This is an optimization exercise on Yosys and OpenROAD, whose aim is small area, a short achievable clock period and few clock cycles, not a production implementation.
Only simulation tests tie the RTL to the original design; equivalence was not proved.
Power figures rest on the tool's default switching activity, not on a simulated workload.

## before
==> flow/design.v <==
module sw(i0, i1, i2, i3, o0, o1, o2, o3, clk, rst);
  input clk, rst;
  input [9:0] i0, i1, i2, i3;
  output [9:0] o0, o1, o2, o3;
  wire [9:0] in [0:3];
  assign in[0] = i0; assign in[1] = i1; assign in[2] = i2; assign in[3] = i3;
  wire [8:0] f [0:3];      
  wire [3:0] av;           
  wire [3:0] rq [0:3];     
  wire [3:0] hd;           
  wire [3:0] pop;
  reg  [3:0] busy;         
  wire [3:0] own [0:3];    
  reg  [9:0] ob [0:3];     
  wire [3:0] req [0:3];    
  wire [3:0] gnt [0:3];
  wire [3:0] sel [0:3];    
  wire [3:0] gin;          
  genvar i, j;
  generate
    for (i = 0; i < 4; i = i + 1) begin : g_in
      fifo q(.clk(clk), .rst(rst), .din({in[i][9], in[i][7:0]}),
             .dval(in[i][9] | in[i][8]), .pop(pop[i]), .h(f[i]), .hv(av[i]), .hd(hd[i]), .req(rq[i]));
      assign gin[i] = gnt[0][i] | gnt[1][i] | gnt[2][i] | gnt[3][i];
      assign pop[i] = (~hd[i] & av[i]) | gin[i];
    end
    for (j = 0; j < 4; j = j + 1) begin : g_out
      for (i = 0; i < 4; i = i + 1) begin : g_r
        assign req[j][i] = rq[i][j] & hd[i];
        assign own[j][i] = rq[i][j] & ~hd[i];
        assign sel[j][i] = busy[j] ? (own[j][i] & av[i]) : gnt[j][i];
      end
      arb a(.clk(clk), .rst(rst), .req(req[j]), .busy(busy[j]), .gnt(gnt[j]));
    end
  endgenerate
  function [9:0] pick;
    input [3:0] s;
    input [8:0] f0, f1, f2, f3;
    input [3:0] h;
    begin
      pick = ({10{s[0]}} & {f0[8], ~h[0], f0[7:0]}) |
             ({10{s[1]}} & {f1[8], ~h[1], f1[7:0]}) |
             ({10{s[2]}} & {f2[8], ~h[2], f2[7:0]}) |
             ({10{s[3]}} & {f3[8], ~h[3], f3[7:0]});
    end
  endfunction
  wire [3:0] tl = av & {f[3][8], f[2][8], f[1][8], f[0][8]};
  integer k, n;
  always @(posedge clk) begin
    for (k = 0; k < 4; k = k + 1)
      ob[k] <= pick(sel[k], f[0], f[1], f[2], f[3], hd);
    if (rst) begin
      busy <= 4'b0000;
      for (k = 0; k < 4; k = k + 1) begin
        ob[k][9:8] <= 2'b00;
      end
    end else begin
      for (k = 0; k < 4; k = k + 1) begin
        busy[k] <= busy[k] ? ~|(own[k] & tl) : |req[k];
      end
    end
  end
  assign o0 = ob[0];
  assign o1 = ob[1];
  assign o2 = ob[2];
  assign o3 = ob[3];
endmodule
module fifo(clk, rst, din, dval, pop, h, hv, hd, req);
  input clk, rst, dval, pop;
  input [8:0] din;
  output reg [8:0] h;    
  output reg hv;         
  output reg [3:0] req;  
  reg [15*9-1:0] mem;    
  reg [3:0] rp, wp;      
  output reg hd;         
  reg empty, full;       
  function [3:0] dec;
    input [1:0] d;
    dec = {d == 2'd3, d == 2'd2, d == 2'd1, d == 2'd0};
  endfunction
  wire [8:0] rd = mem[9*rp +: 9];
  wire [3:0] rpn, wpn;           
  inc15 ir(.p(rp), .n(rpn));
  inc15 iw(.p(wp), .n(wpn));
  wire e_rd = (rpn == wp);       
  wire f_wr = (wpn == rp);       
  wire take = ~hv | pop;         
  wire fromm = take & ~empty;    
  wire wr = dval;                
  wire [3:0] rq_rd = dec(rd[1:0]);
  wire tl = ~hd & h[8];          
  integer k;
  always @(posedge clk) begin
    for (k = 0; k < 15; k = k + 1)
      if (!full && wp == k) mem[9*k +: 9] <= din;
    if (take) h <= rd;
    if (rst) begin
      rp <= 4'd0;
      wp <= 4'd0;
      empty <= 1'b1;
      full <= 1'b0;
      hv <= 1'b0;
      hd <= 1'b1;
      req <= 4'b0000;
    end else begin
      if (wr) wp <= wpn;
      if (fromm) rp <= rpn;
      empty <= fromm ? (wr ? empty : e_rd) : (wr ? 1'b0 : empty);
      full <= wr ? (fromm ? full : f_wr) : (fromm ? 1'b0 : full);
      hv <= ~take | ~empty;
      if (pop) hd <= tl;
      if (pop) begin
        if (tl) req <= empty ? 4'b0000 : rq_rd;
      end else if (!hv && hd) req <= empty ? 4'b0000 : rq_rd;
    end
  end
endmodule
module inc15(p, n);
  input [3:0] p;
  output [3:0] n;
  assign n = (p == 4'd14) ? 4'd0 : p + 4'd1;
endmodule
module arb(clk, rst, req, busy, gnt);
  input clk, rst, busy;
  input [3:0] req;
  output [3:0] gnt;
  reg [1:0] ptr;
  wire [3:0] pri = 4'b0001 << ptr;
  genvar i;
  generate
    for (i = 0; i < 4; i = i + 1) begin : g
      assign gnt[i] = req[i] & ~busy & (pri[i] |
                        (pri[(i+3)%4] & ~req[(i+3)%4]) |
                        (pri[(i+2)%4] & ~req[(i+2)%4] & ~req[(i+3)%4]) |
                        (pri[(i+1)%4] & ~req[(i+1)%4] & ~req[(i+2)%4] & ~req[(i+3)%4]));
    end
  endgenerate
  always @(posedge clk) begin
    if (rst)
      ptr <= 2'd0;
    else if (~busy & |req)    
      ptr <= {gnt[1] | gnt[2], gnt[0] | gnt[2]};    
  end
endmodule
export LEC_CHECK = 0
export ABC_AREA = 1
export CAP_MARGIN = 20
export CORE_MARGIN = 2
export CORE_UTILIZATION = 65
export CTS_CLUSTER_DIAMETER = 80
export CTS_CLUSTER_SIZE = 24
export PLACE_DENSITY = 0.85
export SETUP_SLACK_MARGIN = 3.8
export SLEW_MARGIN = 20
create_clock -name core_clock -period 6.0 [get_ports {clk}]
standard.sh (not shown) runs the stock make flow with config.mk's settings and CLKGATE_MAP_FILE= SYNTH_SCRIPT=/design/flow/synth_recipe.tcl, a recipe that flattens the netlist after the stock synthesis.
==> flow/flow/run.sh <==
#!/bin/bash
# Standard ORFS layout, with plain buffers (buf_4) on the ports instead of the
# delay-cell buffers buffer_ports picks by default, and sizing not held to
# the cell footprint.
set -euo pipefail
export BUFFER_PORTS_ARGS="-buffer_cell sky130_fd_sc_hd__buf_4"
bash standard.sh MATCH_CELL_FOOTPRINT=0 finish > orfs_make.log 2>&1
Testbench counts of before, summed over its fixed seeds: cycles 2,647.
What after does differently from before at the input level:
==> flow/design.v, changed modules only <==
module sw(i0, i1, i2, i3, o0, o1, o2, o3, clk, rst);
  input clk, rst;
  input [9:0] i0, i1, i2, i3;
  output [9:0] o0, o1, o2, o3;
  wire [9:0] in [0:3];
  assign in[0] = i0; assign in[1] = i1; assign in[2] = i2; assign in[3] = i3;
  wire [8:0] f [0:3];      
  wire [3:0] av;           
  wire [3:0] rq [0:3];     
  wire [3:0] hd;           
  wire [3:0] pop;
  reg  [3:0] busy;         
  reg  [3:0] own [0:3];    
  reg  [9:0] ob [0:3];     
  wire [3:0] req [0:3];    
  wire [3:0] gnt [0:3];
  wire [3:0] sel [0:3];    
  wire [3:0] gin;          
  genvar i, j;
  generate
    for (i = 0; i < 4; i = i + 1) begin : g_in
      fifo q(.clk(clk), .rst(rst), .din({in[i][9], in[i][7:0]}),
             .dval(in[i][9] | in[i][8]), .pop(pop[i]), .h(f[i]), .hv(av[i]), .hd(hd[i]), .req(rq[i]));
      assign gin[i] = gnt[0][i] | gnt[1][i] | gnt[2][i] | gnt[3][i];
      assign pop[i] = (~hd[i] & av[i]) | gin[i];
    end
    for (j = 0; j < 4; j = j + 1) begin : g_out
      for (i = 0; i < 4; i = i + 1) begin : g_r
        assign req[j][i] = rq[i][j];
        assign sel[j][i] = busy[j] ? (own[j][i] & av[i]) : gnt[j][i];
      end
      arb a(.clk(clk), .rst(rst), .req(req[j]), .busy(busy[j]), .gnt(gnt[j]));
    end
  endgenerate
  function [9:0] pick;
    input [3:0] s;
    input [8:0] f0, f1, f2, f3;
    input [3:0] h;
    begin
      pick = ({10{s[0]}} & {f0[8], ~h[0], f0[7:0]}) |
             ({10{s[1]}} & {f1[8], ~h[1], f1[7:0]}) |
             ({10{s[2]}} & {f2[8], ~h[2], f2[7:0]}) |
             ({10{s[3]}} & {f3[8], ~h[3], f3[7:0]});
    end
  endfunction
  wire [3:0] tl = av & {f[3][8], f[2][8], f[1][8], f[0][8]};
  integer k, n;
  always @(posedge clk) begin
    for (k = 0; k < 4; k = k + 1)
      ob[k] <= pick(sel[k], f[0], f[1], f[2], f[3], hd);
    if (rst) begin
      busy <= 4'b0000;
      for (k = 0; k < 4; k = k + 1) begin
        ob[k][9:8] <= 2'b00;
      end
    end else begin
      for (k = 0; k < 4; k = k + 1) begin
        busy[k] <= busy[k] ? ~|(own[k] & tl) : |req[k];
        if (!busy[k]) own[k] <= gnt[k];
      end
    end
  end
  assign o0 = ob[0];
  assign o1 = ob[1];
  assign o2 = ob[2];
  assign o3 = ob[3];
endmodule
module fifo(clk, rst, din, dval, pop, h, hv, hd, req);
  input clk, rst, dval, pop;
  input [8:0] din;
  output reg [8:0] h;    
  output reg hv;         
  output reg [3:0] req;  
  reg [15*9-1:0] mem;    
  reg [3:0] rp, wp;      
  output reg hd;         
  reg empty, full;       
  function [3:0] dec;
    input [1:0] d;
    dec = {d == 2'd3, d == 2'd2, d == 2'd1, d == 2'd0};
  endfunction
  wire [8:0] rd = mem[9*rp +: 9];
  wire [3:0] rpn, wpn;           
  inc15 ir(.p(rp), .n(rpn));
  inc15 iw(.p(wp), .n(wpn));
  wire e_rd = (rpn == wp);       
  wire f_wr = (wpn == rp);       
  wire take = ~hv | pop;         
  wire fromm = take & ~empty;    
  wire byp = take & empty & dval;  
  wire wr = dval & ~byp;         
  wire [3:0] rq_rd = dec(rd[1:0]);
  wire [3:0] rq_in = dval ? dec(din[1:0]) : 4'b0000;
  wire tl = ~hd & h[8];          
  integer k;
  always @(posedge clk) begin
    for (k = 0; k < 15; k = k + 1)
      if (!full && wp == k) mem[9*k +: 9] <= din;
    if (take) h <= empty ? din : rd;
    if (rst) begin
      rp <= 4'd0;
      wp <= 4'd0;
      empty <= 1'b1;
      full <= 1'b0;
      hv <= 1'b0;
      hd <= 1'b1;
      req <= 4'b0000;
    end else begin
      if (wr) wp <= wpn;
      if (fromm) rp <= rpn;
      empty <= fromm ? (wr ? empty : e_rd) : (wr ? 1'b0 : empty);
      full <= wr ? (fromm ? full : f_wr) : (fromm ? 1'b0 : full);
      hv <= ~take | ~empty | dval;
      if (pop) hd <= tl;
      if (pop) req <= tl ? (empty ? rq_in : rq_rd) : 4'b0000;
      else if (!hv) req <= hd ? rq_in : 4'b0000;
    end
  end
endmodule
module arb(clk, rst, req, busy, gnt);
  input clk, rst, busy;
  input [3:0] req;
  output [3:0] gnt;
  reg [5:0] p;           
  wire [3:0] w [0:3];
  assign w[0] = {p[2], p[1], p[0], 1'b0};
  assign w[1] = {p[4], p[3], 1'b0, ~p[0]};
  assign w[2] = {p[5], 1'b0, ~p[3], ~p[1]};
  assign w[3] = {1'b0, ~p[5], ~p[4], ~p[2]};
  genvar i;
  generate
    for (i = 0; i < 4; i = i + 1) begin : g
      assign gnt[i] = req[i] & ~busy &
                      ~(req[(i+1)%4] & w[(i+1)%4][i]) &
                      ~(req[(i+2)%4] & w[(i+2)%4][i]) &
                      ~(req[(i+3)%4] & w[(i+3)%4][i]);
    end
  endgenerate
  always @(posedge clk) begin
    if (rst)
      p <= 6'b111111;    
    else if (~busy & |req)    
      p <= ({6{gnt[0]}} & 6'b111000) |    
           ({6{gnt[1]}} & 6'b100001) |    
           ({6{gnt[2]}} & 6'b001011) |    
           ({6{gnt[3]}} & 6'b111111);     
  end
endmodule
==> summary.txt <==
after finished every step from synthesis to the final layout, and the layout passed the timing, DRC and antenna checks.
Sort before and after by growth of design area from synthesis to finish, descending, and before comes first.
Compared with before, after shows number of clock buffer instances in the layout higher by about 3.4%.
[after] worst stage delay on the critical path fell 40 ps relative to before
Share of power burned in registers: lower on after
Share of the clock period used by the worst path after layout (lower): after
Taking before over after, the final area ratio works out to 0.938.
after vs. before: internal power grew by 1.3 mW; power in sequential cells increased 17%; number of clock sinks moved up; leakage power went up by about 13%.
Measured against each other, before and after differ in initial standard-cell utilization of the core, the higher figure coming from before.
Testbench counts of after, summed over its fixed seeds: cycles 2,639.

## separate check: timing with driven ports
The flow's constraints put no driver on any port. The routed layouts listed below were extracted and timed again, unchanged, in two steps. Step 1 assumes that a clkbuf_16 drives the clock port and a buf_2 every other input. Step 2 moves the port delays by t, midway between the first and last clock arrival at a register: inputs arrive t later, outputs are due t later. That takes back most of the time a late clock gives input paths. Three values: ideal ports, drivers, drivers and shift; two values: the first two.
| run | shift t [ns] | setup slack, ns | worst setup path after step 2 |
|---|---|---|---|
| before | 0.637 | 3.736 / 3.678 / 3.295 | input to register |
| after | 0.641 | 3.770 / 3.711 / 3.317 | input to register |
After both steps setup and hold are still met in every run listed. For after, which loses most, drivers alone change the setup slack by -0.059 ns; drivers and shift together by -0.453 ns.
